From an optimization exercise on the open Yosys and OpenROAD flow, aimed at small area and a short achievable clock period; shortcuts taken in it are not production practice.
Where RTL was checked, it was by simulation tests only, not by an equivalence proof against the original.
No activity file was given, so power comes from the tool's default toggle rates.

JK:
==> flow/design.v (excerpt) <==
module simd_alu_top (
    input  logic         clk,
    input  logic         rst,
    input  logic         overwriteFlags,
    input  logic [2:0]   pcWrEn,
    input  logic [2:0]   ExecuteOp,
    input  logic [127:0] vect1,
    input  logic [127:0] vect2,
    output logic [127:0] vectOut,
    output logic         pcWrEnOut
);
    localparam NQ = 133;
    logic            overwriteFlags_q;
    logic [2:0]      pcWrEn_q;
    logic [4*NQ-1:0] q_d, q_q;
    logic [3:0]      a31_q;
    logic [127:0]    vectOut_d;
    genvar i;
    generate for (i = 0; i < 4; i = i + 1) begin : lane
        alu_pre alu_pre (
            .a(vect1[32*i +: 32]), .b(vect2[32*i +: 32]), .op(ExecuteOp),
            .q(q_d[NQ*i +: NQ])
        );
    end endgenerate
    always_ff @(posedge clk) begin
        overwriteFlags_q <= overwriteFlags;
        pcWrEn_q         <= {pcWrEn == 3'b100, pcWrEn == 3'b010, pcWrEn == 3'b001};
        q_q              <= q_d;
        a31_q            <= {vect1[127], vect1[95], vect1[63], vect1[31]};
        vectOut          <= vectOut_d;
    end
    execute #(
        .NQ(NQ)
    ) execute_stage (
        .clk(clk),
        .reset(rst),
        .overwriteFlags(overwriteFlags_q),
        .pcWrEn(pcWrEn_q),
        .q(q_q),
        .a31(a31_q),
        .vectOut_d(vectOut_d),
        .vectOut_q(vectOut),
        .pcWrEnOut(pcWrEnOut)
    );
endmodule
Size in the first run: about 8800 cells after synthesis, about 390 I/O pins.
clock: 12.0 ns
lec_check: 0
cap_margin: 20
cell_pad_in_sites_detail_placement: 2
cell_pad_in_sites_global_placement: 4
core_margin: 2
core_utilization: 30
slew_margin: 20
standard.sh (not shown) runs the stock make flow with config.mk's settings and CLKGATE_MAP_FILE= SYNTH_SCRIPT=/design/flow/synth_recipe.tcl, a recipe that flattens the netlist after the stock synthesis.
==> flow/flow/run.sh <==
#!/bin/bash
# Standard layout, with one netlist clean-up between synthesis and floorplan:
# flow/fixinv.py removes the inverters that Yosys's full-adder extraction
# leaves between full adders (a full adder is self-dual, so flipping the
# polarity of some adders cancels them). Registers are not touched.
# Every port is buffered as in the standard flow, with the library's smallest
# buffer (buf_1) rather than buffer_ports' default pick.
# Timing repair aims at a setup slack of $MARGIN ns at the design's clock.
set -euo pipefail
MARGIN=6.5
RES=orfs/results/$FLOW_PLATFORM/simd_alu_top/base
bash standard.sh synth > synth.log 2>&1
python3 flow/fixinv.py $RES/1_2_yosys.v $RES/1_2_yosys.fixinv.v > fixinv.log 2>&1
cp $RES/1_2_yosys.v $RES/1_2_yosys.orig.v
mv $RES/1_2_yosys.fixinv.v $RES/1_2_yosys.v
rm -f $RES/1_synth.odb $RES/1_synth.sdc
bash standard.sh SETUP_SLACK_MARGIN=$MARGIN "BUFFER_PORTS_ARGS=-buffer_cell sky130_fd_sc_hd__buf_1" finish > layout.log 2>&1
Other scripts of this flow, unchanged in this note and not shown: flow/flow/fixinv.py
For MS, these inputs were changed with respect to JK:
--- a/flow/design.v
+++ b/flow/design.v
@@ -24,14 +24,13 @@
     genvar j;
     generate for (j = 0; j < 16; j = j + 1) begin : enc
         wire b1 = bx[2*j+2], b0 = bx[2*j+1], bl = bx[2*j];
         if (j == 0) assign one[j] = (is_mul & (b0 ^ bl)) | is_add;
         else        assign one[j] = is_mul & (b0 ^ bl);
         assign two[j] = is_mul & ((b1 & ~b0 & ~bl) | (~b1 & b0 & bl));
-        if (j == 0) assign neg[j] = is_mul & b1;
-        else        assign neg[j] = b1 & ~(b0 & bl);
+        assign neg[j] = is_mul & b1 & ~(b0 & bl);
     end endgenerate
     wire [32:0] ax = {a, 1'b0};
     wire [39:0] X = {a, 8'b0} | {8'b0, a};
     logic [8:0] sel;
     always_comb for (int k = 0; k < 9; k++)
         sel[k] = (op == 3'd5 && b[2:0] == k) || (op == 3'd6 && 4'd8 - b[2:0] == k);
### Flow results
The internal power summed over all cells in JK is 1.6 times that in MS.
Wire length of the first global-routing pass was higher in MS than in JK.
Per the comparison of MS with JK, global-route usage grew by 0.32 points; final area increased about 0.56%; pin slew with the least headroom to its limit -0.18 ns.
Between MS and JK, it is MS whose register-to-register slack is higher, by 0.11 ns.
Compared with JK, MS shows a lower total number of cells along the worst setup path.
Routed wire in MS totals more than in JK.
Relative to JK, number of cells in the design after placement has increased by 141 in MS.
No functional check of the RTL was part of MS.

==> static timing again, ports no longer ideal <==
Ports are ideal in the flow. The routed layouts listed here were re-timed in OpenROAD.
Step 1 sets driving cells, clkbuf_16 on the clock port and buf_2 on the other inputs (assumed; they add their load-dependent delay and slew).
Step 2 times the ports against the registers' clock, not the clock port: input delays grow and output delays shrink by t, the midpoint of the rising clock arrivals with the driver on.
Slacks: no drivers / after step 1 / after step 2; pairs: no drivers / after step 1.
run | shift t [ns] | slack for setup (ns) | latest minus earliest clock arrival (ns) | worst register clock-pin slew, ns
JK | 0.848 | 6.444 / 6.292 / 5.444 | 0.075 / 0.074 | 0.07 / 0.07
MS | 0.963 | 6.482 / 6.535 / 5.572 | 0.098 / 0.098 | 0.07 / 0.07
After both steps setup and hold are still met in every run listed. For JK, which loses most, drivers alone change the setup slack by -0.152 ns; drivers and shift together by -1.000 ns.
